This design comes from an exercise in tuning for small area and a short achievable clock period on the open sky130 flow, not from production work. No functional check of the RTL was part of any run shown here. Power is estimated from default activity; no workload was simulated.

--- flow/config.mk ---
export PLATFORM = sky130hd
export DESIGN_NAME = axis_Gauss_1x5
export DESIGN_NICKNAME = axis_Gauss_1x5
export VERILOG_FILES = /design/flow/design.v
export SDC_FILE = /design/flow/constraint.sdc
export NUM_CORES = 4
export LEC_CHECK = 0
export CAP_MARGIN = 20
export CORE_MARGIN = 2
export CORE_UTILIZATION = 40
export SETUP_SLACK_MARGIN = 4.6
export SLEW_MARGIN = 20
export SYNTH_HIERARCHICAL = 1
export SYNTH_MINIMUM_KEEP_SIZE = 0
--- flow/constraint.sdc ---
create_clock -name core_clock -period 8.0 [get_ports {s_axis_aclk}]
set_input_delay 1.6000 -clock core_clock [delete_from_list [all_inputs] [get_ports {s_axis_aclk}]]
set_output_delay 1.6000 -clock core_clock [all_outputs]
set_load 0.01 [all_outputs]
--- flow/design.v ---
`timescale 1ns/1ns
module axis_Gauss_1x5 (
  input  logic       s_axis_aclk,
  input  logic       s_axis_arstn,
  input  logic [7:0] s_axis_tdata,
  input  logic       s_axis_tvalid,
  input  logic       s_axis_tlast,
  output logic [7:0] m_axis_tdata,
  output logic       m_axis_tvalid,
  output logic       m_axis_tlast
);
logic [7:0]  d1, d2, d3, d4;
logic        v1, v2, l1, l2;
logic [13:0] cnt;
logic [9:0] b;
always_ff @(posedge s_axis_aclk) begin
  d1 <= s_axis_tdata;
  d2 <= d1;
  d3 <= d2;
  d4 <= d3;
  v1 <= s_axis_tvalid;
  v2 <= v1;
  l1 <= s_axis_tlast;
  l2 <= l1;
  b <= bnext;
end
wire [14:0] cc;
wire [13:0] cs;
wire cc_lo;
assign cc[0] = s_axis_tvalid;
gha cnt_ha0 (.a(cnt[0]), .b(cc[0]), .s(cs[0]), .co(cc[1]));
gha cnt_ha1 (.a(cnt[1]), .b(cc[1]), .s(cs[1]), .co(cc[2]));
gha cnt_ha2 (.a(cnt[2]), .b(cc[2]), .s(cs[2]), .co(cc[3]));
gha cnt_ha3 (.a(cnt[3]), .b(cc[3]), .s(cs[3]), .co(cc[4]));
gha cnt_ha4 (.a(cnt[4]), .b(cc[4]), .s(cs[4]), .co(cc[5]));
gha cnt_ha5 (.a(cnt[5]), .b(cc[5]), .s(cs[5]), .co(cc[6]));
gha cnt_ha6 (.a(cnt[6]), .b(cc[6]), .s(cs[6]), .co(cc_lo));
gha cnt_ha7 (.a(cnt[7]), .b(cc[7]), .s(cs[7]), .co(cc[8]));
gha cnt_ha8 (.a(cnt[8]), .b(cc[8]), .s(cs[8]), .co(cc[9]));
gha cnt_ha9 (.a(cnt[9]), .b(cc[9]), .s(cs[9]), .co(cc[10]));
gha cnt_ha10 (.a(cnt[10]), .b(cc[10]), .s(cs[10]), .co(cc[11]));
gha cnt_ha11 (.a(cnt[11]), .b(cc[11]), .s(cs[11]), .co(cc[12]));
gha cnt_ha12 (.a(cnt[12]), .b(cc[12]), .s(cs[12]), .co(cc[13]));
gha cnt_ha13 (.a(cnt[13]), .b(cc[13]), .s(cs[13]), .co(cc[14]));
assign cc[7] = s_axis_tvalid & (&cnt[6:0]);
always_ff @(posedge s_axis_aclk) begin
  if (!s_axis_arstn || s_axis_tlast)
    cnt <= '0;
  else
    cnt <= cs;
end
wire edge_pt = (cnt[13:1] == 13'd1);
wire [7:0] x0 = s_axis_tdata;
wire h1_s, h1_c;
gha h1 (.a(d1[0]), .b(d2[1]), .s(h1_s), .co(h1_c));
wire f2_s, f2_c;
gfa f2 (.a(d1[1]), .b(d2[2]), .c(h1_c), .s(f2_s), .co(f2_c));
wire f3_s, f3_c;
gfa f3 (.a(d1[2]), .b(d2[3]), .c(f2_c), .s(f3_s), .co(f3_c));
wire f4_s, f4_c;
gfa f4 (.a(d1[3]), .b(d2[4]), .c(x0[4]), .s(f4_s), .co(f4_c));
wire f5_s, f5_c;
gfa f5 (.a(d1[4]), .b(d2[5]), .c(x0[5]), .s(f5_s), .co(f5_c));
wire f6_s, f6_c;
gfa f6 (.a(d1[5]), .b(d2[6]), .c(x0[6]), .s(f6_s), .co(f6_c));
wire f7_s, f7_c;
gfa f7 (.a(d1[6]), .b(d2[7]), .c(x0[7]), .s(f7_s), .co(f7_c));
wire h8_s, h8_c;
gha h8 (.a(d2[0]), .b(x0[0]), .s(h8_s), .co(h8_c));
wire h9_s, h9_c;
gha h9 (.a(h1_s), .b(x0[1]), .s(h9_s), .co(h9_c));
wire h10_s, h10_c;
gha h10 (.a(f2_s), .b(x0[2]), .s(h10_s), .co(h10_c));
wire h11_s, h11_c;
gha h11 (.a(x0[3]), .b(f3_s), .s(h11_s), .co(h11_c));
wire h12_s, h12_c;
gha h12 (.a(f3_c), .b(f4_s), .s(h12_s), .co(h12_c));
wire h13_s, h13_c;
gha h13 (.a(f4_c), .b(f5_s), .s(h13_s), .co(h13_c));
wire h14_s, h14_c;
gha h14 (.a(f5_c), .b(f6_s), .s(h14_s), .co(h14_c));
wire h15_s, h15_c;
gha h15 (.a(f6_c), .b(f7_s), .s(h15_s), .co(h15_c));
wire h16_s, h16_c;
gha h16 (.a(d1[7]), .b(f7_c), .s(h16_s), .co(h16_c));
wire q17_x;
g_ao21 q17 (.a(h9_c), .b(h9_s), .c(h8_c), .x(q17_x));
wire q18_x;
g_and2 q18 (.a(h9_s), .b(h8_s), .x(q18_x));
wire q19_x;
g_ao21 q19 (.a(h11_c), .b(h11_s), .c(h10_c), .x(q19_x));
wire q20_x;
g_and2 q20 (.a(h11_s), .b(h10_s), .x(q20_x));
wire q21_x;
g_ao21 q21 (.a(h13_c), .b(h13_s), .c(h12_c), .x(q21_x));
wire q22_x;
g_and2 q22 (.a(h13_s), .b(h12_s), .x(q22_x));
wire q23_x;
g_ao21 q23 (.a(h15_c), .b(h15_s), .c(h14_c), .x(q23_x));
wire q24_x;
g_and2 q24 (.a(h15_s), .b(h14_s), .x(q24_x));
wire q25_x;
g_ao21 q25 (.a(h10_c), .b(h10_s), .c(q17_x), .x(q25_x));
wire q26_x;
g_and2 q26 (.a(h10_s), .b(q18_x), .x(q26_x));
wire q27_x;
g_ao21 q27 (.a(q19_x), .b(q20_x), .c(q17_x), .x(q27_x));
wire q28_x;
g_and2 q28 (.a(q20_x), .b(q18_x), .x(q28_x));
wire q29_x;
g_ao21 q29 (.a(h14_c), .b(h14_s), .c(q21_x), .x(q29_x));
wire q30_x;
g_and2 q30 (.a(h14_s), .b(q22_x), .x(q30_x));
wire q31_x;
g_ao21 q31 (.a(q23_x), .b(q24_x), .c(q21_x), .x(q31_x));
wire q32_x;
g_and2 q32 (.a(q24_x), .b(q22_x), .x(q32_x));
wire q33_x;
g_ao21 q33 (.a(h12_c), .b(h12_s), .c(q27_x), .x(q33_x));
wire q34_x;
g_and2 q34 (.a(h12_s), .b(q28_x), .x(q34_x));
wire q35_x;
g_ao21 q35 (.a(q21_x), .b(q22_x), .c(q27_x), .x(q35_x));
wire q36_x;
g_and2 q36 (.a(q22_x), .b(q28_x), .x(q36_x));
wire q37_x;
g_ao21 q37 (.a(q29_x), .b(q30_x), .c(q27_x), .x(q37_x));
wire q38_x;
g_and2 q38 (.a(q30_x), .b(q28_x), .x(q38_x));
wire q39_x;
g_ao21 q39 (.a(q31_x), .b(q32_x), .c(q27_x), .x(q39_x));
wire q40_x;
g_and2 q40 (.a(q32_x), .b(q28_x), .x(q40_x));
wire q41_x;
g_ao21 q41 (.a(h16_c), .b(h16_s), .c(q39_x), .x(q41_x));
wire q42_x;
g_and2 q42 (.a(h16_s), .b(q40_x), .x(q42_x));
wire q43_x;
g_xor2 q43 (.a(h9_s), .b(h8_c), .x(q43_x));
wire q44_x;
g_xor2 q44 (.a(h10_s), .b(q17_x), .x(q44_x));
wire q45_x;
g_xor2 q45 (.a(h11_s), .b(q25_x), .x(q45_x));
wire q46_x;
g_xor2 q46 (.a(h12_s), .b(q27_x), .x(q46_x));
wire q47_x;
g_xor2 q47 (.a(h13_s), .b(q33_x), .x(q47_x));
wire q48_x;
g_xor2 q48 (.a(h14_s), .b(q35_x), .x(q48_x));
wire q49_x;
g_xor2 q49 (.a(h15_s), .b(q37_x), .x(q49_x));
wire q50_x;
g_xor2 q50 (.a(h16_s), .b(q39_x), .x(q50_x));
wire q51_x;
g_xor2 q51 (.a(1'b0), .b(q41_x), .x(q51_x));
wire [9:0] bnext = {q51_x, q50_x, q49_x, q48_x, q47_x, q46_x, q45_x, q44_x, q43_x, h8_s};
wire h52_s, h52_c;
gha h52 (.a(d4[1]), .b(d2[0]), .s(h52_s), .co(h52_c));
wire f53_s, f53_c;
gfa f53 (.a(d4[2]), .b(d2[1]), .c(d2[0]), .s(f53_s), .co(f53_c));
wire i54 = ~d4[0];
wire f55_s, f55_c;
gfa f55 (.a(i54), .b(h52_c), .c(f53_s), .s(f55_s), .co(f55_c));
wire h56_s, h56_c;
gha h56 (.a(x0[2]), .b(f55_s), .s(h56_s), .co(h56_c));
wire i57 = ~d2[2];
wire f58_s, f58_c;
gfa f58 (.a(d4[3]), .b(d4[1]), .c(i57), .s(f58_s), .co(f58_c));
wire i59 = ~f58_s;
wire f60_s, f60_c;
gfa f60 (.a(d2[1]), .b(f53_c), .c(i59), .s(f60_s), .co(f60_c));
wire f61_s, f61_c;
gfa f61 (.a(f55_c), .b(x0[3]), .c(f60_s), .s(f61_s), .co(f61_c));
wire h62_s, h62_c;
gha h62 (.a(h56_c), .b(f61_s), .s(h62_s), .co(h62_c));
wire f63_s, f63_c;
gfa f63 (.a(b[0]), .b(d4[4]), .c(d2[3]), .s(f63_s), .co(f63_c));
wire i64 = ~d4[2];
wire f65_s, f65_c;
gfa f65 (.a(i64), .b(d2[2]), .c(d4[3]), .s(f65_s), .co(f65_c));
wire i66 = ~f58_c;
wire f67_s, f67_c;
gfa f67 (.a(i66), .b(f63_s), .c(f65_s), .s(f67_s), .co(f67_c));
wire f68_s, f68_c;
gfa f68 (.a(x0[4]), .b(f60_c), .c(f67_s), .s(f68_s), .co(f68_c));
wire i69 = ~x0[2];
wire f70_s, f70_c;
gfa f70 (.a(i69), .b(f61_c), .c(f68_s), .s(f70_s), .co(f70_c));
wire f71_s, f71_c;
gfa f71 (.a(b[1]), .b(d4[3]), .c(b[0]), .s(f71_s), .co(f71_c));
wire f72_s, f72_c;
gfa f72 (.a(d4[5]), .b(d4[0]), .c(d2[4]), .s(f72_s), .co(f72_c));
wire f73_s, f73_c;
gfa f73 (.a(d2[3]), .b(f63_c), .c(f65_c), .s(f73_s), .co(f73_c));
wire i74 = ~f71_s;
wire f75_s, f75_c;
gfa f75 (.a(i74), .b(f72_s), .c(x0[5]), .s(f75_s), .co(f75_c));
wire f76_s, f76_c;
gfa f76 (.a(x0[0]), .b(f73_s), .c(f67_c), .s(f76_s), .co(f76_c));
wire i77 = ~x0[3];
wire f78_s, f78_c;
gfa f78 (.a(i77), .b(f75_s), .c(f68_c), .s(f78_s), .co(f78_c));
wire h79_s, h79_c;
gha h79 (.a(f76_s), .b(f70_c), .s(h79_s), .co(h79_c));
wire f80_s, f80_c;
gfa f80 (.a(d4[6]), .b(d4[1]), .c(d2[5]), .s(f80_s), .co(f80_c));
wire i81 = ~d2[4];
wire f82_s, f82_c;
gfa f82 (.a(b[2]), .b(d4[4]), .c(i81), .s(f82_s), .co(f82_c));
wire i83 = ~f71_c;
wire f84_s, f84_c;
gfa f84 (.a(i83), .b(f72_c), .c(f80_s), .s(f84_s), .co(f84_c));
wire i85 = ~f82_s;
wire f86_s, f86_c;
gfa f86 (.a(i85), .b(f73_c), .c(x0[6]), .s(f86_s), .co(f86_c));
wire i87 = ~x0[4];
wire f88_s, f88_c;
gfa f88 (.a(i87), .b(x0[1]), .c(f84_s), .s(f88_s), .co(f88_c));
wire f89_s, f89_c;
gfa f89 (.a(f75_c), .b(f76_c), .c(f86_s), .s(f89_s), .co(f89_c));
wire f90_s, f90_c;
gfa f90 (.a(f88_s), .b(f78_c), .c(f89_s), .s(f90_s), .co(f90_c));
wire f91_s, f91_c;
gfa f91 (.a(d4[7]), .b(d4[2]), .c(d2[6]), .s(f91_s), .co(f91_c));
wire i92 = ~d2[5];
wire f93_s, f93_c;
gfa f93 (.a(b[3]), .b(d4[5]), .c(i92), .s(f93_s), .co(f93_c));
wire i94 = ~f82_c;
wire f95_s, f95_c;
gfa f95 (.a(f80_c), .b(i94), .c(f91_s), .s(f95_s), .co(f95_c));
wire i96 = ~f93_s;
wire f97_s, f97_c;
gfa f97 (.a(i96), .b(f84_c), .c(x0[7]), .s(f97_s), .co(f97_c));
wire i98 = ~x0[5];
wire f99_s, f99_c;
gfa f99 (.a(i98), .b(x0[2]), .c(f95_s), .s(f99_s), .co(f99_c));
wire f100_s, f100_c;
gfa f100 (.a(f86_c), .b(f88_c), .c(f97_s), .s(f100_s), .co(f100_c));
wire f101_s, f101_c;
gfa f101 (.a(f99_s), .b(f89_c), .c(f100_s), .s(f101_s), .co(f101_c));
wire f102_s, f102_c;
gfa f102 (.a(b[0]), .b(d4[3]), .c(d2[7]), .s(f102_s), .co(f102_c));
wire i103 = ~d2[6];
wire f104_s, f104_c;
gfa f104 (.a(b[4]), .b(d4[6]), .c(i103), .s(f104_s), .co(f104_c));
wire i105 = ~f93_c;
wire f106_s, f106_c;
gfa f106 (.a(f91_c), .b(i105), .c(f102_s), .s(f106_s), .co(f106_c));
wire i107 = ~f95_c;
wire f108_s, f108_c;
gfa f108 (.a(f104_s), .b(i107), .c(x0[6]), .s(f108_s), .co(f108_c));
wire f109_s, f109_c;
gfa f109 (.a(x0[3]), .b(f106_s), .c(f97_c), .s(f109_s), .co(f109_c));
wire i110 = ~f108_s;
wire f111_s, f111_c;
gfa f111 (.a(f99_c), .b(i110), .c(f100_c), .s(f111_s), .co(f111_c));
wire h112_s, h112_c;
gha h112 (.a(f109_s), .b(f101_c), .s(h112_s), .co(h112_c));
wire f113_s, f113_c;
gfa f113 (.a(b[1]), .b(d4[4]), .c(d2[7]), .s(f113_s), .co(f113_c));
wire i114 = ~f102_c;
wire f115_s, f115_c;
gfa f115 (.a(b[5]), .b(d4[7]), .c(i114), .s(f115_s), .co(f115_c));
wire i116 = ~f104_c;
wire f117_s, f117_c;
gfa f117 (.a(i116), .b(f113_s), .c(f106_c), .s(f117_s), .co(f117_c));
wire f118_s, f118_c;
gfa f118 (.a(x0[7]), .b(i87), .c(f115_s), .s(f118_s), .co(f118_c));
wire i119 = ~f117_s;
wire f120_s, f120_c;
gfa f120 (.a(f108_c), .b(i119), .c(f118_s), .s(f120_s), .co(f120_c));
wire i121 = ~f120_s;
wire f122_s, f122_c;
gfa f122 (.a(f109_c), .b(i121), .c(f111_c), .s(f122_s), .co(f122_c));
wire i123 = ~b[6];
wire f124_s, f124_c;
gfa f124 (.a(i123), .b(b[2]), .c(d4[5]), .s(f124_s), .co(f124_c));
wire i125 = ~f115_c;
wire f126_s, f126_c;
gfa f126 (.a(f113_c), .b(f124_s), .c(i125), .s(f126_s), .co(f126_c));
wire i127 = ~f118_c;
wire f128_s, f128_c;
gfa f128 (.a(x0[5]), .b(f117_c), .c(i127), .s(f128_s), .co(f128_c));
wire i129 = ~f120_c;
wire f130_s, f130_c;
gfa f130 (.a(f126_s), .b(i129), .c(f128_s), .s(f130_s), .co(f130_c));
wire f131_s, f131_c;
gfa f131 (.a(b[7]), .b(b[3]), .c(d4[6]), .s(f131_s), .co(f131_c));
wire f132_s, f132_c;
gfa f132 (.a(f124_c), .b(f131_s), .c(x0[6]), .s(f132_s), .co(f132_c));
wire f133_s, f133_c;
gfa f133 (.a(f126_c), .b(f132_s), .c(f128_c), .s(f133_s), .co(f133_c));
wire f134_s, f134_c;
gfa f134 (.a(b[8]), .b(b[4]), .c(d4[7]), .s(f134_s), .co(f134_c));
wire i135 = ~b[7];
wire f136_s, f136_c;
gfa f136 (.a(i135), .b(f131_c), .c(f134_s), .s(f136_s), .co(f136_c));
wire f137_s, f137_c;
gfa f137 (.a(x0[7]), .b(f136_s), .c(f132_c), .s(f137_s), .co(f137_c));
wire i138 = ~b[8];
wire f139_s, f139_c;
gfa f139 (.a(b[9]), .b(b[5]), .c(i138), .s(f139_s), .co(f139_c));
wire f140_s, f140_c;
gfa f140 (.a(f134_c), .b(f139_s), .c(f136_c), .s(f140_s), .co(f140_c));
wire i141 = ~b[9];
wire f142_s, f142_c;
gfa f142 (.a(b[6]), .b(i141), .c(f139_c), .s(f142_s), .co(f142_c));
wire i143 = ~x0[0];
wire i144 = ~x0[1];
wire q145_x;
g_and2 q145 (.a(d4[0]), .b(x0[0]), .x(q145_x));
wire q146_x;
g_or2 q146 (.a(d4[0]), .b(x0[0]), .x(q146_x));
wire q147_x;
g_and2 q147 (.a(h52_s), .b(x0[1]), .x(q147_x));
wire q148_x;
g_or2 q148 (.a(h52_s), .b(x0[1]), .x(q148_x));
wire q149_x;
g_and2 q149 (.a(i143), .b(h56_s), .x(q149_x));
wire q150_x;
g_or2 q150 (.a(i143), .b(h56_s), .x(q150_x));
wire q151_x;
g_and2 q151 (.a(i144), .b(h62_s), .x(q151_x));
wire q152_x;
g_or2 q152 (.a(i144), .b(h62_s), .x(q152_x));
wire q153_x;
g_and2 q153 (.a(h62_c), .b(f70_s), .x(q153_x));
wire q154_x;
g_or2 q154 (.a(h62_c), .b(f70_s), .x(q154_x));
wire q155_x;
g_and2 q155 (.a(f78_s), .b(h79_s), .x(q155_x));
wire q156_x;
g_or2 q156 (.a(f78_s), .b(h79_s), .x(q156_x));
wire q157_x;
g_and2 q157 (.a(h79_c), .b(f90_s), .x(q157_x));
wire q158_x;
g_or2 q158 (.a(h79_c), .b(f90_s), .x(q158_x));
wire q159_x;
g_ao21 q159 (.a(q147_x), .b(q148_x), .c(q145_x), .x(q159_x));
wire q160_x;
g_ao21 q160 (.a(q149_x), .b(q150_x), .c(q159_x), .x(q160_x));
wire q161_x;
g_ao21 q161 (.a(q151_x), .b(q152_x), .c(q160_x), .x(q161_x));
wire q162_x;
g_ao21 q162 (.a(q153_x), .b(q154_x), .c(q161_x), .x(q162_x));
wire q163_x;
g_ao21 q163 (.a(q155_x), .b(q156_x), .c(q162_x), .x(q163_x));
wire q164_x;
g_ao21 q164 (.a(q157_x), .b(q158_x), .c(q163_x), .x(q164_x));
wire h165_s, h165_c;
gha h165 (.a(f140_s), .b(f137_c), .s(h165_s), .co(h165_c));
wire h166_s, h166_c;
gha h166 (.a(f142_s), .b(f140_c), .s(h166_s), .co(h166_c));
wire h167_s, h167_c;
gha h167 (.a(i135), .b(f142_c), .s(h167_s), .co(h167_c));
wire h168_s, h168_c;
gha h168 (.a(i138), .b(b[7]), .s(h168_s), .co(h168_c));
wire h169_s, h169_c;
gha h169 (.a(i141), .b(b[8]), .s(h169_s), .co(h169_c));
wire q170_x;
g_ao21 q170 (.a(h166_c), .b(h166_s), .c(h165_c), .x(q170_x));
wire q171_x;
g_and2 q171 (.a(h166_s), .b(h165_s), .x(q171_x));
wire q172_x;
g_ao21 q172 (.a(h168_c), .b(h168_s), .c(h167_c), .x(q172_x));
wire q173_x;
g_and2 q173 (.a(h168_s), .b(h167_s), .x(q173_x));
wire q174_x;
g_ao21 q174 (.a(h167_c), .b(h167_s), .c(q170_x), .x(q174_x));
wire q175_x;
g_and2 q175 (.a(h167_s), .b(q171_x), .x(q175_x));
wire q176_x;
g_ao21 q176 (.a(q172_x), .b(q173_x), .c(q170_x), .x(q176_x));
wire q177_x;
g_and2 q177 (.a(q173_x), .b(q171_x), .x(q177_x));
wire q178_x;
g_ao21 q178 (.a(h169_c), .b(h169_s), .c(q176_x), .x(q178_x));
wire q179_x;
g_and2 q179 (.a(h169_s), .b(q177_x), .x(q179_x));
wire q180_x;
g_xor2 q180 (.a(h166_s), .b(h165_c), .x(q180_x));
wire q181_x;
g_xor2 q181 (.a(h167_s), .b(q170_x), .x(q181_x));
wire q182_x;
g_xor2 q182 (.a(h168_s), .b(q174_x), .x(q182_x));
wire q183_x;
g_xor2 q183 (.a(h169_s), .b(q176_x), .x(q183_x));
wire q184_x;
g_or2 q184 (.a(f90_c), .b(f101_s), .x(q184_x));
wire q185_x;
g_and2 q185 (.a(f90_c), .b(f101_s), .x(q185_x));
wire q186_x;
g_or2 q186 (.a(f111_s), .b(h112_s), .x(q186_x));
wire q187_x;
g_and2 q187 (.a(f111_s), .b(h112_s), .x(q187_x));
wire q188_x;
g_or2 q188 (.a(h112_c), .b(f122_s), .x(q188_x));
wire q189_x;
g_and2 q189 (.a(h112_c), .b(f122_s), .x(q189_x));
wire h190_s, h190_c;
gha h190 (.a(f130_s), .b(f122_c), .s(h190_s), .co(h190_c));
wire h191_s, h191_c;
gha h191 (.a(f130_c), .b(f133_s), .s(h191_s), .co(h191_c));
wire h192_s, h192_c;
gha h192 (.a(f137_s), .b(f133_c), .s(h192_s), .co(h192_c));
wire [10:0] ua = {q183_x, q182_x, q181_x, q180_x, h165_s, h192_s, h191_s, h190_s, q188_x, q186_x, q184_x};
wire [10:0] ub = {1'b0, 1'b0, 1'b0, 1'b0, 1'b0, h192_c, h191_c, h190_c, q189_x, q187_x, q185_x};
wire uc = q164_x;
logic [10:0] oa, ob;
logic oc;
logic       ept;
always_ff @(posedge s_axis_aclk) begin
  oa <= ua;
  ob <= ub;
  oc <= uc;
  ept <= edge_pt;
  m_axis_tvalid <= v2;
  m_axis_tlast  <= l2 & ~edge_pt;
end
wire q193_x;
g_ao21 q193 (.a(ob[0]), .b(oa[0]), .c(oc), .x(q193_x));
wire q194_x;
g_and2 q194 (.a(oa[0]), .b(1'b0), .x(q194_x));
wire q195_x;
g_ao21 q195 (.a(ob[2]), .b(oa[2]), .c(ob[1]), .x(q195_x));
wire q196_x;
g_and2 q196 (.a(oa[2]), .b(oa[1]), .x(q196_x));
wire q197_x;
g_ao21 q197 (.a(ob[4]), .b(oa[4]), .c(ob[3]), .x(q197_x));
wire q198_x;
g_and2 q198 (.a(oa[4]), .b(oa[3]), .x(q198_x));
wire q199_x;
g_and2 q199 (.a(oa[6]), .b(ob[5]), .x(q199_x));
wire q200_x;
g_and2 q200 (.a(oa[6]), .b(oa[5]), .x(q200_x));
wire q201_x;
g_and2 q201 (.a(oa[8]), .b(oa[7]), .x(q201_x));
wire q202_x;
g_and2 q202 (.a(oa[10]), .b(oa[9]), .x(q202_x));
wire q203_x;
g_ao21 q203 (.a(ob[1]), .b(oa[1]), .c(q193_x), .x(q203_x));
wire q204_x;
g_and2 q204 (.a(oa[1]), .b(q194_x), .x(q204_x));
wire q205_x;
g_ao21 q205 (.a(q195_x), .b(q196_x), .c(q193_x), .x(q205_x));
wire q206_x;
g_and2 q206 (.a(q196_x), .b(q194_x), .x(q206_x));
wire q207_x;
g_ao21 q207 (.a(ob[5]), .b(oa[5]), .c(q197_x), .x(q207_x));
wire q208_x;
g_and2 q208 (.a(oa[5]), .b(q198_x), .x(q208_x));
wire q209_x;
g_ao21 q209 (.a(q199_x), .b(q200_x), .c(q197_x), .x(q209_x));
wire q210_x;
g_and2 q210 (.a(q200_x), .b(q198_x), .x(q210_x));
wire q211_x;
g_and2 q211 (.a(oa[9]), .b(q201_x), .x(q211_x));
wire q212_x;
g_and2 q212 (.a(q202_x), .b(q201_x), .x(q212_x));
wire q213_x;
g_ao21 q213 (.a(ob[3]), .b(oa[3]), .c(q205_x), .x(q213_x));
wire q214_x;
g_and2 q214 (.a(oa[3]), .b(q206_x), .x(q214_x));
wire q215_x;
g_ao21 q215 (.a(q197_x), .b(q198_x), .c(q205_x), .x(q215_x));
wire q216_x;
g_and2 q216 (.a(q198_x), .b(q206_x), .x(q216_x));
wire q217_x;
g_ao21 q217 (.a(q207_x), .b(q208_x), .c(q205_x), .x(q217_x));
wire q218_x;
g_and2 q218 (.a(q208_x), .b(q206_x), .x(q218_x));
wire q219_x;
g_ao21 q219 (.a(q209_x), .b(q210_x), .c(q205_x), .x(q219_x));
wire q220_x;
g_and2 q220 (.a(q210_x), .b(q206_x), .x(q220_x));
wire q221_x;
g_and2 q221 (.a(oa[7]), .b(q219_x), .x(q221_x));
wire q222_x;
g_and2 q222 (.a(oa[7]), .b(q220_x), .x(q222_x));
wire q223_x;
g_and2 q223 (.a(q201_x), .b(q219_x), .x(q223_x));
wire q224_x;
g_and2 q224 (.a(q201_x), .b(q220_x), .x(q224_x));
wire q225_x;
g_and2 q225 (.a(q211_x), .b(q219_x), .x(q225_x));
wire q226_x;
g_and2 q226 (.a(q211_x), .b(q220_x), .x(q226_x));
wire q227_x;
g_and2 q227 (.a(q212_x), .b(q219_x), .x(q227_x));
wire q228_x;
g_and2 q228 (.a(q212_x), .b(q220_x), .x(q228_x));
assign m_axis_tdata = {(ept ? d3[7] : oa[10]) ^ (~ept & q225_x), (ept ? d3[6] : oa[9]) ^ (~ept & q223_x), (ept ? d3[5] : oa[8]) ^ (~ept & q221_x), (ept ? d3[4] : oa[7]) ^ (~ept & q219_x), (ept ? d3[3] : oa[6]) ^ (~ept & q217_x), (ept ? d3[2] : oa[5]) ^ (~ept & q215_x), (ept ? d3[1] : oa[4]) ^ (~ept & q213_x), (ept ? d3[0] : oa[3]) ^ (~ept & q205_x)};
endmodule
module g_or2 (
  input  logic a,
  input  logic b,
  output logic x
);
assign x = a | b;
endmodule
module g_and2 (
  input  logic a,
  input  logic b,
  output logic x
);
assign x = a & b;
endmodule
module g_xor2 (
  input  logic a,
  input  logic b,
  output logic x
);
assign x = a ^ b;
endmodule
module g_ao21 (
  input  logic a,
  input  logic b,
  input  logic c,
  output logic x
);
assign x = a | (b & c);
endmodule
module gha (
  input  logic a,
  input  logic b,
  output logic s,
  output logic co
);
assign s  = a ^ b;
assign co = a & b;
endmodule
module gfa (
  input  logic a,
  input  logic b,
  input  logic c,
  output logic s,
  output logic co
);
assign s  = a ^ b ^ c;
assign co = (a & b) | (a & c) | (b & c);
endmodule
--- flow/flow/run.sh ---
#!/bin/bash
# Layout flow: the standard flow, with plain buffers on the ports and a clock
# tree of small buffers without dummy loads.
export BUFFER_PORTS_ARGS="-buffer_cell sky130_fd_sc_hd__buf_2"
export CTS_ARGS="-sink_clustering_enable -repair_clock_nets -dont_use_dummy_load -buf_list \"sky130_fd_sc_hd__clkbuf_4 sky130_fd_sc_hd__clkbuf_8\""
bash standard.sh > standard.log 2>&1
--- flow/standard.sh ---
#!/bin/bash
# synth_recipe.tcl (not shown) runs the flow's synth.tcl, then flattens the netlist and writes it again
# the make line also repeats each setting of config.mk as NAME=value (left out here)
make -C /OpenROAD-flow-scripts/flow DESIGN_CONFIG=/design/flow/config.mk WORK_HOME=/design/flow/orfs CLKGATE_MAP_FILE= SYNTH_SCRIPT=/design/flow/synth_recipe.tcl "${@:-finish}"
==> results of run 1 <==
[placed cells by master, fill, tap and decap left out]
master    netlist  layout
and2_4          0       2
nor3b_1         1       1
dfxtp_2         0       4
fa_1           61      56
clkbuf_4        0       2
o21ai_0         8       5
o21ai_1         0       3
nor2_1          2       2
ha_1           37      37
nor2b_2         1       1
a41oi_1         1       1
xnor2_1         8       8
nor4_2          2       2
buf_4           0       1
clkbuf_8        0       9
dfxtp_1        81      76
xor2_1         13      13
dfxtp_4         0       1
nand2_1         8       8
and2_1         41      39
buf_2           1      19
conb_1          1       1
and4_1          1       1
a21o_1         33      33
or2_1           9       9
inv_1          34      33
nand4_1         2       2
fa_2            0       5
inv_2           0       1
[stage by stage]
step	hold WS (ns)	instances	area, um2	worst slack [ns]	power [W]
floorplan	0.310	346	4350	4.52	0.00128
global placement	0.310	505	4620	4.27	0.00150
detailed placement	0.315	505	4620	4.26	0.00152
CTS	0.335	515	4760	4.59	0.00176
global route	0.348	515	4770	4.54	0.00194
finish	0.330	515	4770	4.64	0.00172
[worst paths after layout]
path | start | end | cells past startpoint
max | s_axis_tdata[7] | oa[2]$_DFF_P_ | 6
min | l1$_DFF_P_ | l2$_DFF_P_ | 0
max reg2reg | d4[2]$_DFF_P_ | oc$_DFF_P_ | 8
min reg2reg | l1$_DFF_P_ | l2$_DFF_P_ | 0
[critical path: cells and delay by family]
family / cells / cell delay [ns]
adder cells (fa/ha/maj): 4 / 1.58
buffers and inverters: 1 / 0.17
AND/OR/NAND/NOR: 1 / 0.23
[sequential cells by signal, summed over array words and instances (netlist names), 6 cells and up]
name and flops:
d1 8, d2 8, b 10, ob 6, oa 11, d4 8, cnt 14, d3 8
[per-module statistics from Yosys, one instance, submodules excluded]
module	cells	flip-flops and latches	times used
g_and2	1	0	27
axis_Gauss_1x5	166	81	1
gfa	1	0	61
g_ao21	1	0	33
g_or2	1	0	9
g_xor2	1	0	13
gha	1	0	37
[cells by family after synthesis]
group	synth area share, %
adder cells (fa/ha/maj)	38.8
flip-flops	37.4
AND/OR/NAND/NOR	9.51
AO/OA/AOI/OAI	6.83
buffers and inverters	3.17
XOR/XNOR	4.24
other	0.0864
[power breakdown]
part           switching (W)  leakage, nW  internal (W)  total (W)
clock               0.000120       0.0647      0.000100   0.000221
combinational       0.000455         1.57      0.000487   0.000942
sequential         0.0000587        0.677      0.000501   0.000559
total               0.000633         2.31       0.00109    0.00172
[final cells by class]
| cell class | instances | area, um2 | share of cell area [%] |
|---|---|---|---|
| Multi-Input combinational cell | 229 | 2600 | 54.4 |
| Sequential cell | 81 | 1630 | 34.2 |
| Tap cell | 140 | 175 | 3.67 |
| Inverter | 34 | 128 | 2.67 |
| Clock buffer | 9 | 124 | 2.60 |
| Timing Repair Buffer | 22 | 118 | 2.46 |
[what timing repair did]
| action | CTS | global route |
|---|---|---|
| endpoints found under the setup margin | 4 | 8 |
| pin swaps | 2 | 2 |
| resized for setup | 4 | 10 |
| setup buffers | 1 | 0 |
[layer usage]
metal / vias to the layer above / GRT usage, % / wire, um
li1: 1159 / - / -
met1: 1123 / 17.1 / 3200
met2: 20 / 23.9 / 3450
met3: 15 / 3.13 / 152
met4: 0 / 6.78 / 233
met5: - / 0 / 0
==> flow_metrics.py, run 1 <==
metrics = {
    "timing": {
        "fin_crit_ns": 3.36,
        "setup_violations": 0,
        "hold_violations": 0,
        "fin_tns_setup_ns": 0,
        "fin_crit_sh_pct": 42.0,
        "fmax_mhz": 297,
        "finClkSkew_ns": 0.0238,
        "slew_viol_final": 0,
        "rsz0062_at_grt": "true",
    },
    "placed_design": {
        "place_congestion": 0.838,
        "dp_hpwl_um": 5930,
        "port_buffers": 21,
    },
    "yosys": {
        "ys_top_cells_by_area": "dfxtp_1 37%, fa_1 28%, ha_1 11%",
        "synth.largest_area_cell": "dfxtp_1",
        "synthArstFlopShare_pct": 0,
        "postSynthCellCount": 346,
        "synthFlopType": "dfxtp_1",
        "synth_most_common_cell": "dfxtp_1",
        "ys.warnings.count": 7,
        "synth_top_area_share_pct": 37.4,
        "ys_seq_elements": 81,
        "synth_seq_area_share_pct": 37.4,
        "avgSynthCellArea_um2": 12.5,
        "synthesis.nets": 456,
        "yosysUniqueCellTypes": 21,
        "synth_common_cells": "81 x dfxtp_1, 61 x fa_1, 41 x and2_1",
        "synth_edf_count": 0,
        "syn_area_um2": 4340,
    },
    "pwr": {
        "total_leakage_power_nw": 2.31,
        "p_per_area_nw_per_um2": 361,
        "ir_drop_v": 0.000176,
    },
    "floorplanning": {
        "die_y_um": 108,
        "die_x_um": 108,
        "ioPinCount": 22,
        "rows": 38,
        "coreArea_um2": 10700,
        "start_util_pct": 40.6,
        "die_area_um2": 11700,
    },
    "drt": {
        "drtPass1Iterations": 4,
        "dr_total_vias": 2317,
        "postRouteWirelength_um": 7030,
        "drtIter0Drc": 82,
        "drc_errors": 0,
        "ant_nets": 0,
        "wire_per_inst_um": 13.6,
        "vias_per_cell": 4.50,
    },
    "worst_hold_path": {
        "hold_class": "register to register",
    },
    "layout": {
        "fin_util_pct": 44.6,
        "areaGrowthSynthToFinish_pct": 9.97,
        "drive_gt1_share_pct": 12.5,
        "num-nets-final": 487,
        "antenna_cells": 0,
        "nFillCells": 1001,
    },
    "critical_path": {
        "cp_max_fo": 5,
        "critical_path_class": "input port to register",
        "crit_chain": "clkbuf_4, fa_1, fa_2, fa_2, fa_2, or2_1",
        "cpPeakStageDelay_ns": 0.46,
        "endpoint_kind": "register",
        "crit_arrival_ns": 3.58,
        "cp-start-kind": "input port",
        "slowest_stage": "fa_1",
        "cp.required_ns": 8.22,
        "r2r_setup_slack_ns": 4.72,
        "crit_top_cell": "fa_2",
    },
    "clock_network": {
        "cts.clk_slew.worst_paths_ns": 0.08,
        "cts_buffers": 9,
        "clk_latency_ns": 0.35,
        "cts-root-buf": "clkbuf_8",
        "clockBufferDepth": 2,
        "holdBufCountCts": 0,
        "cts_tree": "built",
        "h-tree-depth": 3,
        "cts.sinks": 81,
    },
    "grt": {
        "antenna_found_initial": 0,
        "grt_usage_pct": 14.1,
        "grt_pass1_vias": 2576,
        "grt_pass1_wl_um": 12300,
        "grt_start_max_net_pins": 17,
        "grt-ovfl-total": 0,
    },
    "flow_run": {
        "maxCapViolations": 0,
    },
    "run_status": {
        "status": "complete, no violations",
    },
}
==> run 2: changes to the inputs <==
--- a/flow/config.mk
+++ b/flow/config.mk
@@ -8,7 +8,7 @@
 export CAP_MARGIN = 20
 export CORE_MARGIN = 2
 export CORE_UTILIZATION = 40
-export SETUP_SLACK_MARGIN = 4.6
+export SETUP_SLACK_MARGIN = 4.7
 export SLEW_MARGIN = 20
 export SYNTH_HIERARCHICAL = 1
 export SYNTH_MINIMUM_KEEP_SIZE = 0
==> flow_metrics.py, run 2 <==
metrics = {
    "yosys": {
        "synth_compound_area_share_pct": 6.83,
        "synthesis.nets": 456,
        "synth.largest_area_cell": "dfxtp_1",
        "synth_top_area_share_pct": 37.4,
        "synth_most_common_cell": "dfxtp_1",
        "synthXorXnorAreaFrac_pct": 4.24,
        "yosysUniqueCellTypes": 21,
        "ys_top_cells_by_area": "dfxtp_1 37%, fa_1 28%, ha_1 11%",
        "syn_area_um2": 4340,
        "synthArstFlopShare_pct": 0,
        "synth_edf_count": 0,
        "ys.warnings.count": 7,
        "yosys.area_share.simple_pct": 9.51,
        "synthFlopType": "dfxtp_1",
        "synth_common_cells": "81 x dfxtp_1, 61 x fa_1, 41 x and2_1",
        "synthAdderAreaFrac_pct": 38.8,
        "synthMuxAreaShare_pct": 0,
        "synth_seq_area_share_pct": 37.4,
        "synth_top_family_by_area": "adder cells",
        "postSynthCellCount": 346,
        "ys_seq_elements": 81,
        "avgSynthCellArea_um2": 12.5,
    },
    "floorplanning": {
        "die_y_um": 108,
        "rows": 38,
        "start_util_pct": 40.6,
        "ioPinCount": 22,
        "coreArea_um2": 10700,
        "die_area_um2": 11700,
        "die_x_um": 108,
    },
    "grt": {
        "grt_start_max_net_pins": 17,
        "antenna_found_initial": 0,
        "grt_usage_pct": 14.3,
        "grt_pass1_wl_um": 12300,
        "grt-ovfl-total": 0,
        "grt_pass1_vias": 2564,
    },
    "timing": {
        "fin_crit_ns": 3.42,
        "fin_tns_setup_ns": 0,
        "setup_violations": 0,
        "rsz0062_at_grt": "true",
        "hold_slack_ns": 0.326,
        "fin_crit_sh_pct": 42.7,
        "fin_ws_ns": 4.58,
        "hold_violations": 0,
        "finClkSkew_ns": 0.0176,
        "fmax_mhz": 293,
        "slew_viol_final": 0,
    },
    "drt": {
        "ant_nets": 0,
        "wire_per_inst_um": 13.7,
        "dr_total_vias": 2346,
        "drtIter0Drc": 68,
        "vias_per_cell": 4.49,
        "drtPass1Iterations": 4,
        "postRouteWirelength_um": 7160,
        "drc_errors": 0,
    },
    "clock_network": {
        "cts_buffers": 9,
        "h-tree-depth": 3,
        "cts.clk_slew.worst_paths_ns": 0.07,
        "cts-root-buf": "clkbuf_8",
        "cts.sinks": 81,
        "clk_latency_ns": 0.35,
        "cts_tree": "built",
        "clockBufferDepth": 2,
    },
    "layout": {
        "layout_common_cells": "71 x dfxtp_1, 51 x fa_1, 40 x and2_1",
        "largest_reg_flops": 14,
        "antenna_cells": 0,
        "num-nets-final": 494,
        "largest-register": "cnt",
        "top_regs": "cnt (14), oa (11), b (10)",
        "drive_gt1_share_pct": 17.0,
        "stdcell_count": 522,
        "layout_commonest_cell": "dfxtp_1",
        "areaGrowthSynthToFinish_pct": 12.5,
    },
    "pwr": {
        "clockPowerShare_pct": 12.4,
        "total_leakage_power_nw": 2.35,
        "p_per_area_nw_per_um2": 368,
        "p_sw_w": 0.000663,
        "switching_share_pct": 36.9,
        "ir_drop_v": 0.000170,
        "p_seq_share_pct": 31.3,
        "combPwrFrac_pct": 56.3,
        "power_w": 0.00180,
        "internal_power_w": 0.00113,
    },
    "run_status": {
        "status": "complete, no violations",
    },
    "critical_path": {
        "cp.required_ns": 6.40,
        "endpoint_kind": "output port",
        "r2r_setup_slack_ns": 4.74,
        "cp_max_fo": 4,
        "cp-start-kind": "register",
        "critical_path_class": "register to output port",
        "crit_arrival_ns": 1.82,
        "ff2ff_path_depth": 9,
    },
    "flow_run": {
        "maxCapViolations": 0,
    },
    "worst_hold_path": {
        "hold_path_depth": 0,
        "hold_class": "register to register",
    },
    "placed_design": {
        "dp_hpwl_um": 6030,
        "pre_cts_ws_ns": 4.28,
        "dp.cells": 505,
        "port_buffers": 21,
        "place_congestion": 0.846,
    },
}
-- run 2: cell counts after synthesis --
No cell type changed its count.
-- run 2: Yosys stat by module, one instance, submodules excluded --
module	copies in the design	flip-flops and latches	area, um2	cells inside
gha	37	0	12.5	1
g_or2	9	0	6.26	1
gfa	61	0	20.0	1
g_and2	27	0	6.26	1
g_xor2	13	0	8.76	1
g_ao21	33	0	7.51	1
axis_Gauss_1x5	1	81	2070	166
-- run 2: worst paths after layout --
check | from | endpoint
hold reg to reg | v1$_DFF_P_ | v2$_DFF_P_
setup / recovery | oa[4]$_DFF_P_ | m_axis_tdata[7]
setup reg to reg | d4[2]$_DFF_P_ | oc$_DFF_P_
hold / removal | v1$_DFF_P_ | v2$_DFF_P_
-- run 2: what timing repair did --
action / 4_1_cts / 5_1_grt
hold buffers: 0 / 0
buffers inserted: 3 / 5
endpoints found under the setup margin: 10 / 12
resized for setup: 9 / 21
pin swaps: 1 / 8
-- run 2: cell type report --
cell class	count	area, um2
fillers	991	5810
multi-input cells	229	2630
flip-flops and latches	81	1640
repair buffers	29	188
well taps	140	175
inverters	34	128
clock buffers	9	124
-- run 2: metal layers --
layer / vias up / routed length, um / track usage, %
li1: 1168 / - / -
met1: 1146 / 3350 / 17.9
met2: 21 / 3510 / 23.8
met3: 11 / 173 / 3.56
met4: 0 / 127 / 5.49
met5: - / 0 / 0
-- run 2: power by group through the flow --
stage | combinational (W) | sequential, W | clock (W)
6_report | 0.00101 | 0.000563 | 0.000222
5_1_grt | 0.00119 | 0.000578 | 0.000248
4_1_cts | 0.000987 | 0.000563 | 0.000231
3_3_place_gp | 0.000946 | 0.000570 | 0
3_5_place_dp | 0.000961 | 0.000573 | 0
2_1_floorplan | 0.000731 | 0.000553 | 0
-- run 2: per-stage QoR --
stage / util, % / area, um2
floorplan: - / 4360
finish: 45.7 / 4880
global placement: 43.2 / 4630
detailed placement: 43.2 / 4630
CTS: 44.7 / 4780
global route: 45.7 / 4880
-- run 2: cell families (layout without fill, tap and decap cells) --
kind of cell             after synthesis  after routing
XOR/XNOR                              21             21
buffers and inverters                 36             72
AO/OA/AOI/OAI                         42             42
adder cells (fa/ha/maj)               98             98
AND/OR/NAND/NOR                       67             67
other                                  1              1
flip-flops                            81             81
-- run 2: critical path, stage by stage (launching register included) --
cell and delay [ns]:
dfxtp_2 0.33, a21o_1 0.20, a21o_1 0.16, a21o_1 0.20
and2_1 0.16, xnor2_1 0.11, o21ai_0 0.14, buf_2 0.16
==> run 3: changes to the inputs <==
--- a/flow/config.mk
+++ b/flow/config.mk
@@ -8,7 +8,7 @@
 export CAP_MARGIN = 20
 export CORE_MARGIN = 2
 export CORE_UTILIZATION = 40
-export SETUP_SLACK_MARGIN = 4.7
+export SETUP_SLACK_MARGIN = 4.5
 export SLEW_MARGIN = 20
 export SYNTH_HIERARCHICAL = 1
 export SYNTH_MINIMUM_KEEP_SIZE = 0
==> flow_metrics.py, run 3 <==
metrics = {
    "critical_path": {
        "crit_chain": "buf_2, fa_1, fa_2, fa_1, ha_1, or2_1",
        "cp-startpoint": "s_axis_tdata[7]",
        "worstReg2RegStart": "d4[5]$_DFF_P_",
        "cp.depth": 6,
        "crit_end": "oa[1]$_DFF_P_",
        "cp.required_ns": 8.22,
        "ff2ff_path_depth": 7,
        "r2r-end": "oa[1]$_DFF_P_",
        "cp_num_buf_inv": 1,
        "r2r_setup_slack_ns": 4.69,
        "cp-start-kind": "input port",
        "critical_path_class": "input port to register",
        "cpPeakStageDelay_ns": 0.53,
        "slowest_stage": "fa_1",
        "cp_max_fo": 5,
        "crit_top_cell": "fa_1",
        "crit_arrival_ns": 3.63,
        "endpoint_kind": "register",
        "critical_path.top_delay_family": "adder cells",
    },
    "yosys": {
        "ys_top_cells_by_area": "dfxtp_1 37%, fa_1 28%, ha_1 11%",
        "synth_common_cells": "81 x dfxtp_1, 61 x fa_1, 41 x and2_1",
        "synth_edf_count": 0,
        "synthArstFlopShare_pct": 0,
        "synth_most_common_cell": "dfxtp_1",
        "yosys.area_share.simple_pct": 9.51,
        "ys.warnings.count": 7,
        "synthAdderAreaFrac_pct": 38.8,
        "synth_top_family_by_area": "adder cells",
        "synthMuxAreaShare_pct": 0,
        "ys_seq_elements": 81,
        "avgSynthCellArea_um2": 12.5,
        "synth_compound_area_share_pct": 6.83,
        "synthXorXnorAreaFrac_pct": 4.24,
        "synth_top_area_share_pct": 37.4,
        "synthesis.nets": 456,
        "synth_seq_area_share_pct": 37.4,
        "syn_area_um2": 4340,
        "synth.largest_area_cell": "dfxtp_1",
        "synthFlopType": "dfxtp_1",
        "yosysUniqueCellTypes": 21,
        "postSynthCellCount": 346,
    },
    "layout": {
        "seqCellArea_um2": 1620,
        "post-route-cell-area_um2": 4770,
        "layout_commonest_cell": "dfxtp_1",
        "antenna_cells": 0,
        "nFillCells": 1014,
        "largest_reg_flops": 14,
        "layout_common_cells": "80 x dfxtp_1, 58 x fa_1, 38 x and2_1",
        "drive_gt1_share_pct": 11.2,
        "num-nets-final": 487,
        "areaGrowthSynthToFinish_pct": 9.80,
        "multi_input_area_um2": 2600,
        "top_regs": "cnt (14), oa (11), b (10)",
        "largest-register": "cnt",
        "fin_util_pct": 44.5,
    },
    "drt": {
        "drtPass1Iterations": 3,
        "postRouteWirelength_um": 6980,
        "ant_nets": 0,
        "wire_per_inst_um": 13.5,
        "dr_total_vias": 2329,
        "drtIter0Drc": 81,
        "vias_per_cell": 4.52,
        "drc_errors": 0,
    },
    "clock_network": {
        "cts.sinks": 81,
        "cts_buffers": 9,
        "h-tree-depth": 3,
        "cts.clk_slew.worst_paths_ns": 0.09,
        "cts-root-buf": "clkbuf_8",
        "clockBufferDepth": 2,
        "cts_tree": "built",
        "clk_latency_ns": 0.36,
    },
    "floorplanning": {
        "die_area_um2": 11700,
        "rows": 38,
        "coreArea_um2": 10700,
        "start_util_pct": 40.6,
        "die_y_um": 108,
        "die_x_um": 108,
        "ioPinCount": 22,
    },
    "placed_design": {
        "place_area_um2": 4620,
        "dp_hpwl_um": 5840,
        "place_congestion": 0.822,
        "port_buffers": 21,
    },
    "pwr": {
        "p_per_area_nw_per_um2": 362,
        "total_leakage_power_nw": 2.31,
        "power_w": 0.00172,
        "ir_drop_v": 0.000158,
    },
    "flow_run": {
        "maxCapViolations": 0,
    },
    "grt": {
        "grt-ovfl-total": 0,
        "grt_usage_pct": 14.0,
        "grt_pass1_wl_um": 12200,
        "grt_start_max_net_pins": 17,
        "grt_pass1_vias": 2598,
        "antenna_found_initial": 0,
    },
    "worst_hold_path": {
        "hold_class": "register to register",
    },
    "timing": {
        "fin_crit_sh_pct": 42.6,
        "fmax_mhz": 293,
        "slew_viol_final": 0,
        "setup_violations": 0,
        "rsz0062_at_grt": "true",
        "finClkSkew_ns": 0.0312,
        "hold_violations": 0,
        "fin_tns_setup_ns": 0,
        "fin_crit_ns": 3.41,
        "hold_slack_ns": 0.334,
    },
    "run_status": {
        "status": "complete, no violations",
    },
}
==> run 3: cell counts after synthesis <==
Identical to the previous run, type by type.
==> run 3: where the power goes <==
part	internal (W)	switching, W
registers	0.000501	0.0000585
clock network	0.000101	0.000123
logic	0.000488	0.000454
==> run 3: stage by stage <==
stage | std cells | setup WS, ns
4_1_cts | 514 | 4.50
5_1_grt | 515 | 4.47
6_report | 515 | 4.59
3_3_place_gp | 505 | 4.24
3_5_place_dp | 505 | 4.24
2_1_floorplan | 346 | 4.50
==> run 3: per-module statistics from Yosys (local to each module, per instance) <==
| module | cell area, um2 | copies in the design | flip-flops and latches |
|---|---|---|---|
| axis_Gauss_1x5 | 2070 | 1 | 81 |
| gfa | 20.0 | 61 | 0 |
| gha | 12.5 | 37 | 0 |
| g_xor2 | 8.76 | 13 | 0 |
| g_ao21 | 7.51 | 33 | 0 |
| g_and2 | 6.26 | 27 | 0 |
| g_or2 | 6.26 | 9 | 0 |
==> run 3: per-layer routing <==
metal,GRT usage (%),routed length [um]
met1,17.2,3240
met2,24.1,3500
met3,3.25,158
met4,4.95,76
met5,0,0
==> run 3: worst reg2reg max path, cell delays in order, from the launching register on <==
cell     delay (ns)
dfxtp_1        0.40
fa_1           0.48
fa_1           0.43
fa_1           0.55
fa_2           0.44
fa_1           0.38
ha_1           0.29
or2_1          0.22
==> run 3: final cells by class <==
cell class	count	area share, %
Tap cell	140	3.68
Inverter	34	2.68
Multi-Input combinational cell	229	54.6
Sequential cell	81	34.1
Clock buffer	9	2.60
Timing Repair Buffer	22	2.36
==> run 3: what timing repair did <==
item | 4_1_cts | 5_1_grt
setup buffers | 0 | 1
hold buffers | 0 | 0
setup endpoints to repair | 0 | 6
resized for setup | 0 | 8
==> run 3: kinds of logic after synthesis <==
family / after synthesis
compound gates: 42
xor+xnor: 21
fa+ha+maj: 98
buf+inv: 36
flops: 81
other cells: 1
simple gates: 67
==> run 3: worst min path at each step <==
stage,start,to,slack [ns],cells past startpoint
CTS,v1$_DFF_P_,v2$_DFF_P_,0.34,0
global placement,v1$_DFF_P_,v2$_DFF_P_,0.31,0
global route,l1$_DFF_P_,l2$_DFF_P_,0.35,0
detailed placement,v1$_DFF_P_,v2$_DFF_P_,0.31,0
finish,v1$_DFF_P_,v2$_DFF_P_,0.33,0
floorplan,l1$_DFF_P_,l2$_DFF_P_,0.31,0

port drivers added, routing unchanged:
The results above use ideal ports. As a check the final layouts listed here were re-extracted and re-timed, cells and wires unchanged.
Step 1, drivers: a clkbuf_16 drives s_axis_aclk and a buf_2 each remaining input, both assumed.
Step 2 times the ports against the registers' clock, not the clock port: input delays grow and output delays shrink by t, the midpoint of the rising clock arrivals with the driver on.
Three values: ideal ports, drivers, drivers and shift; two values: the first two.
run	shift t [ns]	setup slack, ns	pins driven straight from the clock port
run 1	0.366	4.639 / 4.625 / 4.283	1
run 2	0.373	4.583 / 4.551 / 4.318	1
run 3	0.373	4.589 / 4.560 / 4.228	1
After both steps setup and hold are still met in every run listed. The setup slack of run 3, which loses most, moves by -0.029 ns with the drivers and by -0.361 ns with both steps.
